Source: an optimization exercise on an open RTL-to-GDS flow (aim: small area). Production flows keep margins and buffers that such runs may drop.
Function was checked by simulation only, so behaviour that the tests miss may differ from the original.
Power figures rest on the tool's default switching activity, not on a simulated workload.

**design/flow/config.mk**
```make
export PLATFORM = sky130hd
export DESIGN_NAME = PicosOmpSsManager
export DESIGN_NICKNAME = PicosOmpSsManager
export VERILOG_FILES = /design/flow/design.v
export SDC_FILE = /design/flow/constraint.sdc
export NUM_CORES = 4
export LEC_CHECK = 0
export CAP_MARGIN = 20
export CORE_MARGIN = 2
export CORE_UTILIZATION = 40
export PLACE_DENSITY = 0.6
export SLEW_MARGIN = 20
```
**design/flow/constraint.sdc**
```tcl
create_clock -name core_clock -period 6.0 [get_ports {clk}]
set_input_delay 1.2000 -clock core_clock [delete_from_list [all_inputs] [get_ports {clk}]]
set_output_delay 1.2000 -clock core_clock [all_outputs]
set_load 0.01 [all_outputs]
```
**design/flow/design.v**
```verilog
package OmpSsManager;
    localparam ENTRY_VALID_OFFSET = 63;
    localparam ENTRY_VALID_BYTE_OFFSET = 56;
    localparam DESTID_L = 40;
    localparam DESTID_H = 47;
    localparam COMPF_L = 32;
    localparam COMPF_H = 39;
    localparam CMD_TYPE_L = 0;
    localparam CMD_TYPE_H = 7;
    localparam NUM_ARGS_OFFSET = 8;
    localparam NUM_DEPS_OFFSET = 16;
    localparam NUM_COPS_OFFSET = 24;
    localparam TASK_SEQ_ID_L = 32;
    localparam TASK_SEQ_ID_H = 63;
    localparam EXEC_TASK_CODE_BYTE = 8'h1;
    localparam EXEC_TASK_CODE = 4'h1;
    localparam SETUP_HW_INST_CODE = 4'h2;
    localparam EXEC_PERI_TASK_CODE = 4'h5;
    localparam CMD_LOCK_CODE = 8'h04;
    localparam CMD_UNLOCK_CODE = 8'h06;
    localparam ARG_FLAG_L = 0;
    localparam ARG_FLAG_H = 7;
    localparam ARG_IDX_L = 32;
    localparam ARG_IDX_H = 35;
    localparam DEFAULT_ARG_FLAGS = 2'b11;
    localparam INSTREAM_COMPONENTS_L = 0;
    localparam INSTREAM_COMPONENTS_H = 31;
    localparam TYPE_B = 32;
    localparam ACK_REJECT_CODE = 8'h00;
    localparam ACK_OK_CODE = 8'h01;
    localparam ACK_FINAL_CODE = 8'h02;
    localparam HWR_CMDOUT_ID_BYTE = 8'h0;
    localparam HWR_CMDOUT_ID = 2'h0;
    localparam HWR_LOCK_ID = 2'h1;
    localparam HWR_NEWTASK_ID = 2'h2;
    localparam HWR_TASKWAIT_ID = 2'h3;
    localparam CMD_NEWTASK_ARCHBITS_FPGA_B = 32;  
    localparam CMD_NEWTASK_ARCHBITS_SMP_B = 33;  
    localparam SCHED_ARCHBITS_BITS = 2;
    localparam CMD_NEWTASK_ARCHBITS_L = 32;  
    localparam CMD_NEWTASK_ARCHBITS_H = 33;  
    localparam SCHED_TASKTYPE_BITS = 32;
    localparam CMD_NEWTASK_TASKTYPE_L = 0;  
    localparam CMD_NEWTASK_TASKTYPE_H = 31;  
    localparam SCHED_INSNUM_BITS = 8;
    localparam SCHED_INSNUM_ANY = 8'hFF;  
    localparam CMD_NEWTASK_INSNUM_L = 40;  
    localparam CMD_NEWTASK_INSNUM_H = 47;  
    localparam LOCK_ID_BITS = 8;
    localparam LOCK_ID_L = 8;
    localparam LOCK_ID_H = 15;
    localparam NDBGREGS = 2;
    typedef struct packed {
        logic [31:0] copy_in_opt;
        logic [31:0] copy_out_opt;
    } DbgRegs_t;
endpackage
module Command_In_copy_opt #(
    parameter SUBQUEUE_BITS = 6
) (
    input  clk,
    input  rstn,
    output logic [SUBQUEUE_BITS-1:0] cmdin_queue_addr,
    output logic cmdin_queue_en,
    output logic [7:0] cmdin_queue_we,
    output logic [63:0] cmdin_queue_din,
    input  [63:0] cmdin_queue_dout,
    output logic [SUBQUEUE_BITS-1:0] intcmdin_queue_addr,
    output logic intCmdInQueue_en,
    output logic intCmdInQueue_we,
    output logic [63:0] intCmdInQueue_din,
    input  [63:0] intCmdInQueue_dout,
    input [3:0] num_args,
    input start,
    output reg finished,
    input [SUBQUEUE_BITS-1:0] first_idx,
    input [SUBQUEUE_BITS-1:0] first_next_idx,
    input queue_select,  
    input [1:0] cmd_type  
);
    localparam COPY_IN_B = 4;
    localparam COPY_OUT_B = 5;
    localparam COPY_IN_CHAIN_B = 7;
    localparam FLAG_COPY_IN_B = 0;
    localparam FLAG_COPY_OUT_B = 1;
    localparam FLAG_COPY_IN_CHAIN_B = 2;
    typedef enum bit [2:0] {
        IDLE,
        READ_ARG_0,
        READ_ARG_1,
        READ_FLAG_0,
        READ_FLAG_1,
        WRITE_FLAG_0,
        WRITE_FLAG_1
    } State_t;
    (* fsm_encoding = "one_hot" *)
    State_t state;
    reg [SUBQUEUE_BITS-1:0] idx;  
    reg [SUBQUEUE_BITS-1:0] cmd_next_idx;  
    wire [SUBQUEUE_BITS-1:0] next_arg_idx;
    reg [63:0] arg;
    reg [2:0] flag;
    reg [2:0] flag_d;
    reg [63:0] intCmdInQueue_buf;
    reg [7:0] cmdin_flags_buf;
    wire copyflag_bit;
    wire [SUBQUEUE_BITS-1:0] idx_prev;
    assign next_arg_idx = idx + 2;
    assign copyflag_bit = flag[FLAG_COPY_IN_B] & !flag_d[FLAG_COPY_IN_CHAIN_B] & !flag_d[FLAG_COPY_IN_B];
    assign idx_prev = idx-1;
    always_comb begin
        cmdin_queue_en = !queue_select;
        cmdin_queue_we = 0;
        cmdin_queue_addr = idx;
        cmdin_queue_din = {56'd0, cmdin_flags_buf};
        cmdin_queue_din[COPY_IN_CHAIN_B] = flag[FLAG_COPY_IN_CHAIN_B];
        cmdin_queue_din[COPY_OUT_B] = flag[FLAG_COPY_OUT_B] & !cmdin_queue_dout[COPY_OUT_B];
        cmdin_queue_din[COPY_IN_B] = flag[FLAG_COPY_IN_B];
        intCmdInQueue_en = queue_select;
        intCmdInQueue_we = 0;
        intcmdin_queue_addr = idx;
        intCmdInQueue_din = intCmdInQueue_buf;
        intCmdInQueue_din[COPY_IN_CHAIN_B] = flag[FLAG_COPY_IN_CHAIN_B];
        intCmdInQueue_din[COPY_OUT_B] = flag[FLAG_COPY_OUT_B] & !intCmdInQueue_dout[COPY_OUT_B];
        intCmdInQueue_din[COPY_IN_B] = flag[FLAG_COPY_IN_B];
        case (state)
            IDLE: begin
                cmdin_queue_en = 0;
                intCmdInQueue_en = 0;
            end
            READ_ARG_1: begin
                cmdin_queue_addr = cmd_next_idx;
                intcmdin_queue_addr = cmd_next_idx;
            end
            READ_FLAG_1: begin
                cmdin_queue_addr = cmd_next_idx;
                intcmdin_queue_addr = cmd_next_idx;
            end
            WRITE_FLAG_0: begin
                cmdin_queue_we = 8'h01;
                intCmdInQueue_we = 1;
            end
            WRITE_FLAG_1: begin
                cmdin_queue_we = 8'h01;
                intCmdInQueue_we = 1;
                cmdin_queue_addr = cmd_next_idx;
                cmdin_queue_din[COPY_IN_CHAIN_B] = !copyflag_bit & flag[FLAG_COPY_IN_B];
                cmdin_queue_din[COPY_OUT_B] = flag[FLAG_COPY_OUT_B];
                cmdin_queue_din[COPY_IN_B] = copyflag_bit;
                intcmdin_queue_addr = cmd_next_idx;
                intCmdInQueue_din[COPY_IN_CHAIN_B] = !copyflag_bit & flag[FLAG_COPY_IN_B];
                intCmdInQueue_din[COPY_OUT_B] = flag[FLAG_COPY_OUT_B];
                intCmdInQueue_din[COPY_IN_B] = copyflag_bit;
            end
            default: begin
            end
        endcase
    end
    always_ff @(posedge clk) begin
        finished <= 0;
        arg <= queue_select ? intCmdInQueue_dout : cmdin_queue_dout;
        flag <= queue_select ? {intCmdInQueue_dout[7], intCmdInQueue_dout[5], intCmdInQueue_dout[4]} : {cmdin_queue_dout[7], cmdin_queue_dout[5], cmdin_queue_dout[4]};
        flag_d <= flag;
        intCmdInQueue_buf <= intCmdInQueue_dout;
        cmdin_flags_buf <= cmdin_queue_dout[7:0];
        case (state)
            IDLE: begin
                idx <= first_idx + (cmd_type == 0 ? 4 : 5);
                cmd_next_idx <= first_next_idx + (cmd_type == 0 ? 4 : 5);
                if (start) begin
                    if (num_args > 0) begin
                        state <= READ_ARG_0;
                    end else begin
                        finished <= 1;
                    end
                end
            end
            READ_ARG_0: begin
                idx <= idx - 1;
                state <= READ_ARG_1;
            end
            READ_ARG_1: begin
                cmd_next_idx <= cmd_next_idx - 1;
                state <= READ_FLAG_0;
            end
            READ_FLAG_0: begin
                if ((queue_select && arg == intCmdInQueue_dout) || (!queue_select && arg == cmdin_queue_dout)) begin
                    state <= READ_FLAG_1;
                end else if (next_arg_idx == first_next_idx) begin
                    state <= IDLE;
                    finished <= 1;
                end else begin
                    state <= READ_ARG_0;
                    idx <= idx + 3;
                    cmd_next_idx <= cmd_next_idx + 3;
                end
            end
            READ_FLAG_1: begin
                state <= WRITE_FLAG_0;
            end
            WRITE_FLAG_0: begin
                idx <= idx + 3;
                state <= WRITE_FLAG_1;
            end
            WRITE_FLAG_1: begin
                cmd_next_idx <= cmd_next_idx + 3;
                if (idx_prev == first_next_idx) begin
                    state <= IDLE;
                    finished <= 1;
                end else begin
                    state <= READ_ARG_0;
                end
            end
        endcase
        if (!rstn) begin
            state <= IDLE;
        end
    end
endmodule
import OmpSsManager::*;
module Command_In #(
    parameter MAX_ACCS = 16,
    parameter ACC_BITS = $clog2(MAX_ACCS),
    parameter SUBQUEUE_BITS = 6
) (
    input clk,
    input rstn,
    output logic [31:0] cmdin_queue_addr,
    output logic cmdin_queue_en,
    output logic [7:0] cmdin_queue_we,
    output logic [63:0] cmdin_queue_din,
    input  [63:0] cmdin_queue_dout,
    output cmdin_queue_clk,
    output cmdin_queue_rst,
    output logic [SUBQUEUE_BITS+ACC_BITS-1:0] intCmdInQueue_addr,
    output logic intCmdInQueue_en,
    output logic intCmdInQueue_we,
    output logic [63:0] intCmdInQueue_din,
    input  [63:0] intCmdInQueue_dout,
    output [63:0] outStream_TDATA,
    output logic outStream_TVALID,
    input  outStream_TREADY,
    output [ACC_BITS-1:0] outStream_TDEST,
    output outStream_TLAST,
    input [ACC_BITS-1:0] sched_queue_nempty_address,
    input sched_queue_nempty_write,
    input [ACC_BITS-1:0] acc_avail_wr_address,
    input acc_avail_wr
);
    typedef enum bit [3:0] {
        IDLE,
        GET_QUEUE_IDX,
        ISSUE_CMD_READ,
        CHECK_CMD_QUEUE,
        READ_NEXT_CMD,
        CHECK_NEXT_CMD,
        WAIT_COPY_OPT,
        SEND_CMD,
        CLEAR_HEADER,
        UPDATE_QUEUE_NEMPTY
    } State_t;
    (* fsm_encoding = "one_hot" *)
    State_t state;
    reg [SUBQUEUE_BITS-1:0] subqueue_idx_cmd_in[MAX_ACCS];
    reg [SUBQUEUE_BITS-1:0] subqueue_idx_int_cmd_in[MAX_ACCS];
    reg [MAX_ACCS-1:0] acc_avail;
    reg [MAX_ACCS-1:0] queue_nempty;
    reg [MAX_ACCS-1:0] front_sent;  
    reg [MAX_ACCS-1:0] copy_optimized;  
    reg [MAX_ACCS-1:0] in_flight_queue_sel;  
    reg acc_avail_reg;
    reg front_sent_reg;
    reg copy_optimized_reg;
    reg [ACC_BITS-1:0] cmd_in_acc_id;
    reg [ACC_BITS-1:0] acc_id;
    reg [3:0] num_args;
    reg [5:0] cmd_length;  
    reg [1:0] cmd_type;  
    reg [SUBQUEUE_BITS-1:0] first_idx;
    reg [SUBQUEUE_BITS-1:0] first_next_idx;
    reg [SUBQUEUE_BITS-1:0] first_cmd_in_idx;
    reg [SUBQUEUE_BITS-1:0] first_int_cmd_in_idx;
    reg [SUBQUEUE_BITS-1:0] cmd_in_idx;
    reg [SUBQUEUE_BITS-1:0] int_cmd_in_idx;
    wire [5:0] cmdin_task_num_slots;
    wire [5:0] intcmdin_task_num_slots;
    reg queue_select;  
    wire [SUBQUEUE_BITS-1:0] copy_opt_intCmdInQueue_addr;
    wire copy_opt_intCmdInQueue_en;
    wire copy_opt_intCmdInQueue_we;
    wire [63:0] copy_opt_intCmdInQueue_din;
    wire [SUBQUEUE_BITS-1:0] copy_opt_cmdin_queue_addr;
    wire copy_opt_cmdin_queue_en;
    wire [7:0] copy_opt_cmdin_queue_we;
    wire [63:0] copy_opt_cmdin_queue_din;
    reg copy_opt_start;
    reg copy_opt_finished;
    Command_In_copy_opt #(
        .SUBQUEUE_BITS(SUBQUEUE_BITS)
    ) copy_opt (
        .clk(clk),
        .rstn(rstn),
        .cmdin_queue_addr(copy_opt_cmdin_queue_addr),
        .cmdin_queue_en(copy_opt_cmdin_queue_en),
        .cmdin_queue_we(copy_opt_cmdin_queue_we),
        .cmdin_queue_din(copy_opt_cmdin_queue_din),
        .cmdin_queue_dout(cmdin_queue_dout),
        .intcmdin_queue_addr(copy_opt_intCmdInQueue_addr),
        .intCmdInQueue_en(copy_opt_intCmdInQueue_en),
        .intCmdInQueue_we(copy_opt_intCmdInQueue_we),
        .intCmdInQueue_dout(intCmdInQueue_dout),
        .intCmdInQueue_din(copy_opt_intCmdInQueue_din),
        .num_args(num_args),
        .start(copy_opt_start),
        .finished(copy_opt_finished),
        .first_idx(first_idx),
        .first_next_idx(first_next_idx),
        .queue_select(queue_select),
        .cmd_type(cmd_type)
    );
    assign cmdin_queue_clk = clk;
    assign cmdin_queue_rst = 0;
    assign cmdin_queue_addr[31:3 + SUBQUEUE_BITS+ACC_BITS] = 0;
    assign cmdin_queue_addr[2:0] = 0;
    assign cmdin_queue_addr[3 + SUBQUEUE_BITS+ACC_BITS-1:3 + SUBQUEUE_BITS] = acc_id;
    assign intCmdInQueue_addr[SUBQUEUE_BITS+ACC_BITS-1:SUBQUEUE_BITS] = acc_id;
    assign outStream_TDEST = acc_id;
    assign outStream_TDATA = queue_select ? intCmdInQueue_dout : cmdin_queue_dout;
    assign outStream_TLAST = cmd_length == 0;
    assign cmdin_task_num_slots = (cmdin_queue_dout[CMD_TYPE_L+3:CMD_TYPE_L] == EXEC_TASK_CODE ? 6'd3 : 6'd4) + {1'b0, cmdin_queue_dout[NUM_ARGS_OFFSET+3:NUM_ARGS_OFFSET], 1'b0};
    assign intcmdin_task_num_slots = (intCmdInQueue_dout[CMD_TYPE_L+3:CMD_TYPE_L] == EXEC_TASK_CODE ? 6'd3 : 6'd4) + {1'b0, intCmdInQueue_dout[NUM_ARGS_OFFSET+3:NUM_ARGS_OFFSET], 1'b0};
    always_comb begin
        cmdin_queue_en = 0;
        cmdin_queue_we = 0;
        cmdin_queue_addr[3 + SUBQUEUE_BITS-1:3] = cmd_in_idx;
        cmdin_queue_din = 64'd0;
        cmdin_queue_din[ENTRY_VALID_BYTE_OFFSET+7:ENTRY_VALID_BYTE_OFFSET] = 0;
        intCmdInQueue_en = 0;
        intCmdInQueue_we = 0;
        intCmdInQueue_addr[SUBQUEUE_BITS-1:0] = int_cmd_in_idx;
        intCmdInQueue_din = 64'dX;
        intCmdInQueue_din[ENTRY_VALID_OFFSET] = 0;
        intCmdInQueue_din[NUM_ARGS_OFFSET+3:NUM_ARGS_OFFSET] = num_args;
        outStream_TVALID = 0;
        case (state)
            ISSUE_CMD_READ: begin
                cmdin_queue_en = 1;
                intCmdInQueue_en = 1;
            end
            SEND_CMD: begin
                outStream_TVALID = 1;
                if (outStream_TREADY) begin
                    cmdin_queue_en = 1;
                    intCmdInQueue_en = 1;
                    if (!outStream_TLAST) begin
                        cmdin_queue_we = !queue_select ? 8'h80 : 0;
                        intCmdInQueue_we = queue_select;
                    end
                end
            end
            READ_NEXT_CMD: begin
                intCmdInQueue_addr[SUBQUEUE_BITS-1:0] = first_next_idx;
                cmdin_queue_addr[3 + SUBQUEUE_BITS-1:3] = first_next_idx;
                intCmdInQueue_en = 1;
                cmdin_queue_en = 1;
            end
            CHECK_NEXT_CMD: begin
                cmdin_queue_en = 1;
                intCmdInQueue_en = 1;
            end
            WAIT_COPY_OPT: begin
                if (copy_opt_finished) begin
                    cmdin_queue_en = 1;
                    intCmdInQueue_en = 1;
                end else begin
                    cmdin_queue_en = copy_opt_cmdin_queue_en;
                    intCmdInQueue_en = copy_opt_intCmdInQueue_en;
                    cmdin_queue_addr[3 + SUBQUEUE_BITS-1:3] = copy_opt_cmdin_queue_addr;
                    intCmdInQueue_addr[SUBQUEUE_BITS-1:0] = copy_opt_intCmdInQueue_addr;
                    cmdin_queue_we = copy_opt_cmdin_queue_we;
                    intCmdInQueue_we = copy_opt_intCmdInQueue_we;
                    cmdin_queue_din = copy_opt_cmdin_queue_din;
                    intCmdInQueue_din = copy_opt_intCmdInQueue_din;
                end
            end
            CLEAR_HEADER: begin
                cmdin_queue_addr[3 + SUBQUEUE_BITS-1:3] = first_cmd_in_idx;
                intCmdInQueue_addr[SUBQUEUE_BITS-1:0] = first_int_cmd_in_idx;
                intCmdInQueue_en = 1;
                cmdin_queue_en = 1;
                if (queue_select) begin
                    intCmdInQueue_we = 1;
                end else begin
                    cmdin_queue_we = 8'h80;
                end
            end
            default: begin
            end
        endcase
    end
    always_ff @(posedge clk) begin
        copy_opt_start <= 0;
        case (state)
            IDLE: begin
                acc_id <= cmd_in_acc_id;
                queue_select <= 0;
                for (int i = MAX_ACCS-1; i >= 0; i = i-1) begin
                    if (((queue_nempty[i] || (front_sent[i] && in_flight_queue_sel[i])) && acc_avail[i]) ||
                        (front_sent[i] && queue_nempty[i] && !copy_optimized[i])) begin
                        queue_select <= 1;
                        acc_id <= i[ACC_BITS-1:0];
                    end
                end
                state <= GET_QUEUE_IDX;
            end
            GET_QUEUE_IDX: begin
                if (MAX_ACCS & (MAX_ACCS-1) == 0) begin  
                    cmd_in_acc_id <= cmd_in_acc_id+1;
                end else begin
                    if (cmd_in_acc_id == MAX_ACCS-1) begin
                        cmd_in_acc_id <= 0;
                    end else begin
                        cmd_in_acc_id <= cmd_in_acc_id+1;
                    end
                end
                front_sent_reg <= front_sent[acc_id];
                copy_optimized_reg <= copy_optimized[acc_id];
                acc_avail_reg <= acc_avail[acc_id];
                cmd_in_idx <= subqueue_idx_cmd_in[acc_id];
                int_cmd_in_idx <= subqueue_idx_int_cmd_in[acc_id];
                if ((!front_sent[acc_id] && !acc_avail[acc_id]) || (!queue_select && copy_optimized[acc_id] && !acc_avail[acc_id])) begin
                    state <= IDLE;
                end else begin
                    state <= ISSUE_CMD_READ;
                end
            end
            ISSUE_CMD_READ: begin
                first_cmd_in_idx <= cmd_in_idx;
                first_int_cmd_in_idx <= int_cmd_in_idx;
                state <= CHECK_CMD_QUEUE;
            end
            CHECK_CMD_QUEUE: begin
                if (cmdin_queue_dout[CMD_TYPE_L+3:CMD_TYPE_L] == SETUP_HW_INST_CODE) begin
                    cmd_length <= 1;
                    cmd_type <= 1;
                end else if (cmdin_queue_dout[CMD_TYPE_L+3:CMD_TYPE_L] == EXEC_TASK_CODE) begin
                    cmd_length <= 6'd2 + {1'b0, cmdin_queue_dout[NUM_ARGS_OFFSET+3:NUM_ARGS_OFFSET], 1'b0};
                    cmd_type <= 0;
                end else begin  
                    cmd_length <= 6'd3 + {1'b0, cmdin_queue_dout[NUM_ARGS_OFFSET+3:NUM_ARGS_OFFSET], 1'b0};
                    cmd_type <= 2;
                end
                num_args <= cmdin_queue_dout[NUM_ARGS_OFFSET+3:NUM_ARGS_OFFSET];
                first_idx <= queue_select ? int_cmd_in_idx : cmd_in_idx;
                first_next_idx <= cmd_in_idx + cmdin_task_num_slots;
                if (queue_select) begin
                    first_next_idx <= int_cmd_in_idx + intcmdin_task_num_slots;
                    num_args <= intCmdInQueue_dout[NUM_ARGS_OFFSET+3:NUM_ARGS_OFFSET];
                    if (intCmdInQueue_dout[CMD_TYPE_L+3:CMD_TYPE_L] == EXEC_TASK_CODE) begin
                        cmd_length <= 6'd2 + {1'b0, intCmdInQueue_dout[NUM_ARGS_OFFSET+3:NUM_ARGS_OFFSET], 1'b0};
                        cmd_type <= 0;
                    end else begin  
                        cmd_length <= 6'd3 + {1'b0, intCmdInQueue_dout[NUM_ARGS_OFFSET+3:NUM_ARGS_OFFSET], 1'b0};
                        cmd_type <= 2;
                    end
                    state <= READ_NEXT_CMD;
                end else if (cmdin_queue_dout[ENTRY_VALID_OFFSET]) begin
                    state <= READ_NEXT_CMD;
                end else begin
                    state <= IDLE;
                end
            end
            READ_NEXT_CMD: begin
                if (front_sent_reg) begin
                    if (queue_select) begin
                        int_cmd_in_idx <= first_next_idx;
                    end else begin
                        cmd_in_idx <= first_next_idx;
                    end
                end
                state <= CHECK_NEXT_CMD;
            end
            CHECK_NEXT_CMD: begin
                if (!copy_optimized_reg && cmd_type != 2'd1 && ((!queue_select && cmdin_queue_dout[ENTRY_VALID_OFFSET] && cmdin_queue_dout[CMD_TYPE_L] != 0)
                                       || (queue_select && intCmdInQueue_dout[ENTRY_VALID_OFFSET] && intCmdInQueue_dout[CMD_TYPE_L] != 0))) begin
                    copy_opt_start <= 1;
                    state <= WAIT_COPY_OPT;
                end else begin
                    if (!front_sent_reg) begin
                        if (queue_select) begin
                            int_cmd_in_idx <= int_cmd_in_idx+1;
                        end else begin
                            cmd_in_idx <= cmd_in_idx+1;
                        end
                    end
                    if (!front_sent_reg) begin
                        state <= SEND_CMD;
                    end else if (acc_avail_reg) begin
                        state <= CLEAR_HEADER;
                    end else begin
                        state <= IDLE;
                    end
                end
            end
            WAIT_COPY_OPT: begin
                copy_optimized[acc_id] <= 1'b1;
                if (copy_opt_finished) begin
                    if (!front_sent_reg) begin
                        if (queue_select) begin
                            int_cmd_in_idx <= int_cmd_in_idx+1;
                        end else begin
                            cmd_in_idx <= cmd_in_idx+1;
                        end
                    end
                    if (!front_sent_reg) begin
                        state <= SEND_CMD;
                    end else if (acc_avail_reg) begin
                        state <= CLEAR_HEADER;
                    end else begin
                        state <= IDLE;
                    end
                end
            end
            SEND_CMD: begin
                if (outStream_TREADY) begin
                    cmd_length <= cmd_length - 1;
                    if (outStream_TLAST) begin
                        if (cmd_type == 2'd1) begin
                            state <= CLEAR_HEADER;
                        end else begin
                            state <= UPDATE_QUEUE_NEMPTY;
                        end
                    end else begin
                        if (queue_select) begin
                            int_cmd_in_idx <= int_cmd_in_idx+1;
                        end else begin
                            cmd_in_idx <= cmd_in_idx+1;
                        end
                    end
                end
            end
            CLEAR_HEADER: begin
                copy_optimized[acc_id] <= 1'b0;
                front_sent[acc_id] <= 1'b0;
                subqueue_idx_cmd_in[acc_id] <= cmd_in_idx;
                subqueue_idx_int_cmd_in[acc_id] <= int_cmd_in_idx;
                state <= IDLE;
            end
            UPDATE_QUEUE_NEMPTY: begin
                front_sent[acc_id] <= 1'b1;
                in_flight_queue_sel[acc_id] <= queue_select;
                acc_avail[acc_id] <= 0;
                if (queue_select && !intCmdInQueue_dout[ENTRY_VALID_OFFSET]) begin
                    queue_nempty[acc_id] <= 0;
                end
                state <= IDLE;
            end
        endcase
        if (sched_queue_nempty_write) begin
            queue_nempty[sched_queue_nempty_address] <= 1;
        end
        if (acc_avail_wr) begin
            acc_avail[acc_avail_wr_address] <= 1;
        end
        if (!rstn) begin
            for (int i = 0; i < MAX_ACCS; i = i+1) begin
                subqueue_idx_cmd_in[i] <= 0;
                subqueue_idx_int_cmd_in[i] <= 0;
            end
            state <= IDLE;
            queue_nempty <= 0;
            acc_avail <= {MAX_ACCS{1'b1}};
            front_sent <= {MAX_ACCS{1'b0}};
            copy_optimized <= {MAX_ACCS{1'b0}};
            cmd_in_acc_id <= 0;
        end
    end
endmodule
import OmpSsManager::*;
module Command_Out #(
    parameter MAX_ACCS = 16,
    parameter ACC_BITS = $clog2(MAX_ACCS),
    parameter SUBQUEUE_BITS = 6,
    parameter PTID_WIDTH = 0
) (
    input clk,
    input rstn,
    output [31:0] cmdout_queue_addr,
    output logic cmdout_queue_en,
    output logic [7:0] cmdout_queue_we,
    output logic [63:0] cmdout_queue_din,
    input  [63:0] cmdout_queue_dout,
    output cmdout_queue_clk,
    output cmdout_queue_rst,
    input  [63:0] inStream_TDATA,
    input  inStream_TVALID,
    output logic inStream_TREADY,
    input  [ACC_BITS-1:0] inStream_TID,
    output logic [63:0] outStream_TDATA,
    output logic outStream_TVALID,
    input  outStream_TREADY,
    output outStream_TLAST,
    output [31:0] picosFinishTask_TDATA,
    output logic picosFinishTask_TVALID,
    input  picosFinishTask_TREADY,
    output reg [ACC_BITS-1:0] acc_avail_wr_address,
    output reg acc_avail_wr
);
    reg r_READ_HEADER;
    reg r_READ_TID;
    reg r_READ_PTID;
    reg r_CMD_OUT_WAIT;
    reg r_WRITE_TID;
    reg r_WRITE_HEADER;
    reg r_NOTIFY_PICOS;
    reg r_NOTIFY_TW_1;
    reg r_NOTIFY_TW_2;
    reg [SUBQUEUE_BITS-1:0] wIdx_mem[MAX_ACCS];
    reg [SUBQUEUE_BITS-1:0] wIdx;
    reg [SUBQUEUE_BITS-1:0] wIdx_first;
    wire [SUBQUEUE_BITS-1:0] next_wIdx;
    reg [ACC_BITS-1:0] acc_id;
    reg [63:0] task_id;
    reg [PTID_WIDTH-1:0] parent_task_id;
    assign cmdout_queue_clk = clk;
    assign cmdout_queue_rst = 0;
    assign cmdout_queue_addr[31:3 + SUBQUEUE_BITS+ACC_BITS] = 0;
    assign cmdout_queue_addr[3 + SUBQUEUE_BITS+ACC_BITS-1:3 + SUBQUEUE_BITS] = acc_id;
    assign cmdout_queue_addr[3 + SUBQUEUE_BITS-1:3] = wIdx;
    assign cmdout_queue_addr[2:0] = 0;
    assign outStream_TLAST = r_NOTIFY_TW_2;
    assign picosFinishTask_TDATA = task_id[31:0];
    assign next_wIdx = wIdx + 1;
    always_comb begin
        cmdout_queue_en = r_READ_PTID | r_CMD_OUT_WAIT | r_WRITE_TID | r_WRITE_HEADER;
        cmdout_queue_we = (r_WRITE_TID | r_WRITE_HEADER) ? 8'hFF : 0;
        cmdout_queue_din = task_id;
        inStream_TREADY = r_READ_HEADER | r_READ_TID | r_READ_PTID;
        outStream_TVALID = r_NOTIFY_TW_1 | r_NOTIFY_TW_2;
        picosFinishTask_TVALID = r_NOTIFY_PICOS && !task_id[62];
        outStream_TDATA = 64'h8000001000000001;
        if (r_WRITE_HEADER) begin
            cmdout_queue_din[ENTRY_VALID_BYTE_OFFSET+7:ENTRY_VALID_BYTE_OFFSET] = 8'h80;
            cmdout_queue_din[7:0] = 8'h03;
        end
        if (r_NOTIFY_TW_2) begin
            outStream_TDATA[PTID_WIDTH-1:0] = parent_task_id;
        end
    end
    always_ff @(posedge clk) begin
        acc_avail_wr_address <= inStream_TID;
        acc_avail_wr <= 0;
        if (r_READ_HEADER) begin
            acc_id <= inStream_TID;
            acc_avail_wr <= inStream_TVALID;
            r_READ_TID <= inStream_TVALID;
            r_READ_HEADER <= !inStream_TVALID;
        end
        if (r_READ_TID) begin
            wIdx <= wIdx_mem[acc_id];
            task_id <= inStream_TDATA;
            r_READ_PTID <= inStream_TVALID;
            r_READ_TID <= !inStream_TVALID;
        end
        if (r_READ_PTID) begin
            wIdx_first <= wIdx;
            parent_task_id <= inStream_TDATA[PTID_WIDTH-1:0];
            if (inStream_TVALID) begin
                if (!task_id[63]) begin
                    r_CMD_OUT_WAIT <= 1;
                    r_READ_PTID <= 0;
                end else begin
                    r_NOTIFY_PICOS <= 1;
                    r_READ_PTID <= 0;
                end
            end
        end
        r_WRITE_TID <= 0;
        if (r_CMD_OUT_WAIT) begin
            if (!cmdout_queue_dout[ENTRY_VALID_OFFSET]) begin
                wIdx <= next_wIdx;
                r_WRITE_TID <= 1;
                r_CMD_OUT_WAIT <= 0;
            end
        end
        if (r_WRITE_TID) begin
            wIdx <= wIdx_first;
            wIdx_first <= next_wIdx;
        end
        r_WRITE_HEADER <= r_WRITE_TID;
        if (r_WRITE_HEADER) begin
            r_READ_HEADER <= 1;
            wIdx_mem[acc_id] <= wIdx_first;
        end
        if (r_NOTIFY_PICOS) begin
            if (task_id[62] || picosFinishTask_TREADY) begin
                r_NOTIFY_TW_1 <= 1;
                r_NOTIFY_PICOS <= 0;
            end
        end
        if (r_NOTIFY_TW_1) begin
            if (outStream_TREADY) begin
                r_NOTIFY_TW_2 <= 1;
                r_NOTIFY_TW_1 <= 0;
            end
        end
        if (r_NOTIFY_TW_2) begin
            if (outStream_TREADY) begin
                r_READ_HEADER <= 1;
                r_NOTIFY_TW_2 <= 0;
            end
        end
        if (!rstn) begin
            for (int i = 0; i < MAX_ACCS; i = i+1) begin
                wIdx_mem[i] <= 0;
            end
            r_READ_HEADER <= 1;
            r_READ_TID <= 0;
            r_READ_PTID <= 0;
            r_CMD_OUT_WAIT <= 0;
            r_WRITE_TID <= 0;
            r_WRITE_HEADER <= 0;
            r_NOTIFY_PICOS <= 0;
            r_NOTIFY_TW_1 <= 0;
            r_NOTIFY_TW_2 <= 0;
        end
    end
endmodule
module PicosOmpSsManager #(
    parameter MAX_ACCS = 16,
    parameter MAX_ACC_CREATORS = 16,
    parameter MAX_ACC_TYPES = 16,
    parameter CMDIN_SUBQUEUE_LEN = 64,
    parameter CMDOUT_SUBQUEUE_LEN = 64,
    parameter SPAWNIN_QUEUE_LEN = 1024,
    parameter SPAWNOUT_QUEUE_LEN = 1024,
    parameter LOCK_SUPPORT = 0,
    parameter ENABLE_SPAWN_QUEUES = 0,
    parameter AXILITE_INTF = 0,
    parameter ENABLE_TASK_CREATION = 0,
    parameter DBG_AVAIL_COUNT_EN = 0,
    parameter DBG_AVAIL_COUNT_W = 1,
    parameter [MAX_ACC_TYPES*8-1:0]  SCHED_COUNT = 0,
    parameter [MAX_ACC_TYPES*8-1:0]  SCHED_ACCID = 0,
    parameter [MAX_ACC_TYPES*32-1:0] SCHED_TTYPE = 0,
    parameter MAX_ARGS_PER_TASK = 15,
    parameter MAX_DEPS_PER_TASK = 8,
    parameter MAX_COPS_PER_TASK = 15,
    localparam ACC_BITS = $clog2(MAX_ACCS)
) (
    input  clk,
    input  rstn,
    input  cmdout_in_tvalid,
    output cmdout_in_tready,
    input  [ACC_BITS-1:0] cmdout_in_tid,
    input  [63:0] cmdout_in_tdata,
    output cmdin_out_tvalid,
    input  cmdin_out_tready,
    output [ACC_BITS-1:0] cmdin_out_tdest,
    output [63:0] cmdin_out_tdata,
    output cmdin_out_tlast,
    output cmdin_queue_en,
    output [7:0] cmdin_queue_we,
    output [31:0] cmdin_queue_addr,
    output [63:0] cmdin_queue_din,
    input  [63:0] cmdin_queue_dout,
    output cmdout_queue_en,
    output [7:0] cmdout_queue_we,
    output [31:0] cmdout_queue_addr,
    output [63:0] cmdout_queue_din,
    input  [63:0] cmdout_queue_dout
);
    localparam TW_MEM_BITS = $clog2(MAX_ACC_CREATORS);
    localparam CMDIN_SUBQUEUE_BITS = $clog2(CMDIN_SUBQUEUE_LEN);
    localparam CMDOUT_SUBQUEUE_BITS = $clog2(CMDOUT_SUBQUEUE_LEN);
    localparam CMDIN_QUEUE_BITS = CMDIN_SUBQUEUE_BITS+ACC_BITS;
    wire Command_Out_acc_avail_wr;
    wire [ACC_BITS-1:0] Command_Out_acc_avail_wr_address;
    wire [63:0] Command_Out_outStream_tdata;
    wire Command_Out_outStream_tlast;
    wire Command_Out_outStream_tready;
    wire Command_Out_outStream_tvalid;
    wire [31:0] Command_out_Picos_finish_task_tdata;
    wire Command_out_Picos_finish_task_tready;
    wire Command_out_Picos_finish_task_tvalid;
    wire [CMDIN_QUEUE_BITS-1:0] Command_In_intCmdInQueue_addr;
    wire [63:0] Command_In_intCmdInQueue_din;
    wire [63:0] Command_In_intCmdInQueue_dout;
    wire Command_In_intCmdInQueue_en;
    wire Command_In_intCmdInQueue_we;
    wire [ACC_BITS-1:0] Scheduler_sched_queue_nempty_address;
    wire Scheduler_sched_queue_nempty_write;
    Command_In #(
        .MAX_ACCS(MAX_ACCS),
        .SUBQUEUE_BITS(CMDIN_SUBQUEUE_BITS)
    ) Command_In_I (
        .acc_avail_wr(Command_Out_acc_avail_wr),
        .acc_avail_wr_address(Command_Out_acc_avail_wr_address),
        .clk(clk),
        .cmdin_queue_addr(cmdin_queue_addr),
        .cmdin_queue_clk(),
        .cmdin_queue_din(cmdin_queue_din),
        .cmdin_queue_dout(cmdin_queue_dout),
        .cmdin_queue_en(cmdin_queue_en),
        .cmdin_queue_rst(),
        .cmdin_queue_we(cmdin_queue_we),
        .intCmdInQueue_addr(Command_In_intCmdInQueue_addr),
        .intCmdInQueue_din(Command_In_intCmdInQueue_din),
        .intCmdInQueue_dout(Command_In_intCmdInQueue_dout),
        .intCmdInQueue_en(Command_In_intCmdInQueue_en),
        .intCmdInQueue_we(Command_In_intCmdInQueue_we),
        .outStream_TDATA(cmdin_out_tdata),
        .outStream_TDEST(cmdin_out_tdest),
        .outStream_TLAST(cmdin_out_tlast),
        .outStream_TREADY(cmdin_out_tready),
        .outStream_TVALID(cmdin_out_tvalid),
        .rstn(rstn),
        .sched_queue_nempty_address(Scheduler_sched_queue_nempty_address),
        .sched_queue_nempty_write(Scheduler_sched_queue_nempty_write)
    );
    Command_Out #(
        .MAX_ACCS(MAX_ACCS),
        .SUBQUEUE_BITS(CMDOUT_SUBQUEUE_BITS),
        .PTID_WIDTH(TW_MEM_BITS)
    ) Command_Out_I (
        .acc_avail_wr(Command_Out_acc_avail_wr),
        .acc_avail_wr_address(Command_Out_acc_avail_wr_address),
        .clk(clk),
        .cmdout_queue_addr(cmdout_queue_addr),
        .cmdout_queue_clk(),
        .cmdout_queue_din(cmdout_queue_din),
        .cmdout_queue_dout(cmdout_queue_dout),
        .cmdout_queue_en(cmdout_queue_en),
        .cmdout_queue_rst(),
        .cmdout_queue_we(cmdout_queue_we),
        .inStream_TDATA(cmdout_in_tdata),
        .inStream_TID(cmdout_in_tid),
        .inStream_TREADY(cmdout_in_tready),
        .inStream_TVALID(cmdout_in_tvalid),
        .outStream_TDATA(Command_Out_outStream_tdata),
        .outStream_TLAST(Command_Out_outStream_tlast),
        .outStream_TREADY(Command_Out_outStream_tready),
        .outStream_TVALID(Command_Out_outStream_tvalid),
        .picosFinishTask_TDATA(Command_out_Picos_finish_task_tdata),
        .picosFinishTask_TREADY(Command_out_Picos_finish_task_tready),
        .picosFinishTask_TVALID(Command_out_Picos_finish_task_tvalid),
        .rstn(rstn)
    );
    assign Command_In_intCmdInQueue_dout = '0;
    assign Scheduler_sched_queue_nempty_address = '0;
    assign Scheduler_sched_queue_nempty_write = 1'b0;
    assign Command_Out_outStream_tready = 1'b0;
    assign Command_out_Picos_finish_task_tready = 1'b0;
endmodule
```
**design/flow/run.sh**
```bash
#!/bin/bash
# synth_recipe.tcl (not shown) runs the flow's synth.tcl, then flattens the netlist and writes it again
# the make line also repeats each setting of config.mk as NAME=value (left out here)
make -C /OpenROAD-flow-scripts/flow DESIGN_CONFIG=/design/flow/config.mk WORK_HOME=/design/flow/orfs CLKGATE_MAP_FILE= SYNTH_SCRIPT=/design/flow/synth_recipe.tcl finish
```
==> summary.txt <==
## path summary, 6_finish.rpt
path | end | slack (ns) | cells after the start
worst min-delay path | Command_In_I.copy_opt.flag_d[2] | 0.35 | 0
worst max register to register | Command_In_I.subqueue_idx_cmd_in[9][3] | 2.12 | 7
worst max-delay path | cmdin_queue_addr[5] | 1.18 | 6
worst min register to register | Command_In_I.copy_opt.flag_d[2] | 0.35 | 0
## cell usage after synthesis (7+ instances only)
master,number
edfxtp_1,152
nor2_1,137
a31oi_1,13
a22o_1,11
a21oi_1,76
clkbuf_1,165
a21boi_0,187
o21ai_0,101
nand3b_1,10
or2_2,11
nor4_1,24
mux2i_1,98
and3_1,17
nand4_1,17
xnor2_1,70
nand3_1,220
a222oi_1,7
and2_1,22
xor2_1,30
or3_1,9
buf_4,175
buf_2,25
mux4_2,104
nand2b_1,23
dfxtp_1,460
a21boi_1,22
a211oi_1,8
ha_1,37
inv_1,67
buf_6,7
o31ai_1,10
nor2b_1,192
mux2_2,12
nor3_1,21
o22ai_1,16
nand2_1,392
buf_1,12
## cell type report
class / instances / area, um^2
Multi-Input combinational cell: 2090 / 14200
Clock buffer: 104 / 2120
Clock inverter: 23 / 150
Fill cell: 6901 / 39200
Tap cell: 969 / 1210
Timing Repair Buffer: 338 / 3360
Sequential cell: 612 / 13800
Inverter: 69 / 259
## cell families after synthesis
kind of cell	Yosys count	share of synthesized area, %
xor+xnor	101	2.97
fa+ha+maj	40	1.74
compound gates	510	11.5
flops	612	45.9
mux	214	11.5
buf+inv	453	8.14
simple gates	1119	18.2
other cells	1	0.0125
## power groups by stage
stage	Combinational [mW]	Clock [mW]	Sequential [mW]
after floorplan	0.998	0	4.56
after global placement	1.42	0	4.67
after detailed placement	1.43	0	4.68
after CTS	1.44	4.30	4.59
after global routing	1.55	4.46	4.61
final	1.44	4.22	4.59
## cell usage in the layout, fill, tap and decap left out, types with 17 or more instances in the layout
| master | instances |
|---|---|
| dfxtp_1 | 459 |
| nand2_1 | 392 |
| clkdlybuf4s50_1 | 310 |
| nand3_1 | 220 |
| nor2b_1 | 192 |
| a21boi_0 | 187 |
| edfxtp_1 | 152 |
| nor2_1 | 136 |
| conb_1 | 106 |
| mux4_2 | 104 |
| o21ai_0 | 101 |
| mux2i_1 | 98 |
| a21oi_1 | 76 |
| clkbuf_16 | 75 |
| xnor2_1 | 70 |
| inv_1 | 67 |
| ha_1 | 34 |
| xor2_1 | 30 |
| nor4_1 | 24 |
| buf_4 | 24 |
| nand2b_1 | 23 |
| and2_1 | 22 |
| a21boi_1 | 22 |
| nor3_1 | 20 |
| nand4_1 | 17 |
| and3_1 | 17 |
## through the flow
stage                     setup WS, ns  hold slack [ns]  power (mW)
after floorplan                   2.23            0.331        5.55
after global placement            1.64            0.343        6.10
after detailed placement          1.81            0.342        6.11
after CTS                         1.21            0.354        10.3
after global routing             0.926            0.368        10.6
final                             1.18            0.351        10.2
## layer usage
metal | GRT usage (%) | vias to the layer above
li1 | - | 10700
met1 | 27.0 | 11100
met2 | 36.1 | 798
met3 | 4.10 | 128
met4 | 6.39 | 0
met5 | 0 | -
==> flow_summary.toml <==
[status]
outcome = "complete, no violations"

[cts]
clock_latency_ns = 0.62
cts.root.buffer_cell = "clkbuf_16"
htree_num_levels = 3
cts_max_path_buffers = 3
postCtsSetupRepairBufs = 0
tritoncts = "built"
cts_hold_buf = 0
cts_buffers = 69
clk_pin_slew_ns = 0.06
cts_sinks = 612
cts-resized-gates = 0

[final_layout]
nets = 3420
insertedDiodeCount = 0
fin_area_um2 = 35100
top_regs = "Command_In_I.subqueue_idx_cmd_in (96), Command_In_I.subqueue_idx_int_cmd_in (96), Command_Out_I.wIdx_mem (96)"
area_growth_pct = 16.9
drive_gt1_share_pct = 8.84
fin_util_pct = 47.2
fin_cells = 4205

[worst_setup_path]
crit_family = "simple AND/OR/NAND/NOR gates"
slowest_stage = "dfxtp_1"
cp_cell_sequence = "nand2b_1 -> or2_2 -> nor2_1 -> a222oi_1 -> o21ai_0 -> clkdlybuf4s50_1"
max_stage_delay_ns = 0.73
crit_required_ns = 4.80
arrival_ns = 3.62
crit_start = "Command_In_I.state[1]"
path_class = "flip-flop to output port"
rr_startpoint = "Command_In_I.state[3]"
crit_path_end_kind = "output port"
startpoint_type = "flip-flop"
crit_fanout = 20
crit_buf_inv = 1

[sta]
period_minus_slack_ns = 4.82
period_share_pct = 80.3
finalClockSkew_ns = 0.0219
slew-limit-headroom_pct = 23.5
worstMarginPinSlew_ns = 1.14
hold_violations = 0
max_freq_ghz = 0.208
rsz0062_at_grt = "no"
final-setup-viol-count = 0
slew_violations = 0
tns_ns = 0

[yosys]
synth_seq_cells = 612
netlist_area_um2 = 30000
yosysTopAreaCellShare_pct = 30.7
synth_edf_count = 152
yosysSeqAreaShare_pct = 45.9
async_flop_share_pct = 0
synth_largest_area_cell = "dfxtp_1"
syn_inst = 3050
ys.warnings.count = 3
synth_area_leaders = "dfxtp_1 (31%), edfxtp_1 (15%), mux4_2 (7.8%)"
synth_cell_type_count = 78
syn_area_per_cell_um2 = 9.84
yosys_most_used_dff = "dfxtp_1"

[grt]
grt_max_degree = 192
grt_pass1_vias = 22500
gr-total-overflow = 0
grt_usage_pct = 21.1
grt_antenna_before_repair = 1
grt_pass1_wl_mm = 130

[hold_path]
hold_start = "Command_In_I.copy_opt.flag[2]"
hold_path.class = "flip-flop to flip-flop"

[drt]
drt-wirelength-per-cell_um = 20.0
postRouteAntennaNets = 0
first_pass_iters = 5
dr_wl_met3_mm = 5.42
highest_layer = "met4"
wl_mm = 83.9
drc_errors = 0
viasPerCell = 5.38
drtIter0Drc = 1452
route.met2.wl_mm = 40.9
via_count = 22600
wl_met1_mm = 35.4

[floorplanning]
fp.dieH_um = 278
start_util_pct = 40.4
io-pin-count = 481
num_rows = 100
fp.coreArea_um2 = 74300
dieWidth_um = 278
die-area_um2 = 77200

[place]
gp_congestion = 0.912
dpl_cell_area_um2 = 32800
port_buffers = 311
dp_cells = 4078
dpl.hpwl_mm = 57.9

[power_and_ir_drop]
cellPowerDensity_nw_per_um2 = 292
power_leakage_nw = 12.4
p_comb_share_pct = 14.1
p_int_mw = 7.45
ir_drop_v = 0.000203
switchingPower_mw = 2.80
seqPwrFrac_pct = 44.8
swShare_pct = 27.3
clock_power_share_pct = 41.2

[run]
maxCapViolCount = 0

what the ideal ports hide:
In the flow no input, the clock included, has a driving cell. The finished layout below was timed again as built, in two steps.
Step 1 assumes that a clkbuf_16 drives the clock port and a buf_2 every other input.
Step 2 moves the port delays by t, midway between the first and last clock arrival at a register: inputs arrive t later, outputs are due t later. That takes back most of the time a late clock gives input paths.
Slacks: ideal / step 1 / step 2; pairs: ideal / step 1.
t (ns): 0.669
setup slack, ns: 1.182 / 1.118 / 1.751
clock arrival spread, ns: 0.024 / 0.024
After both steps setup and hold are still met in this run. For this run, drivers alone change the setup slack by -0.064 ns; drivers and shift together by +0.569 ns.
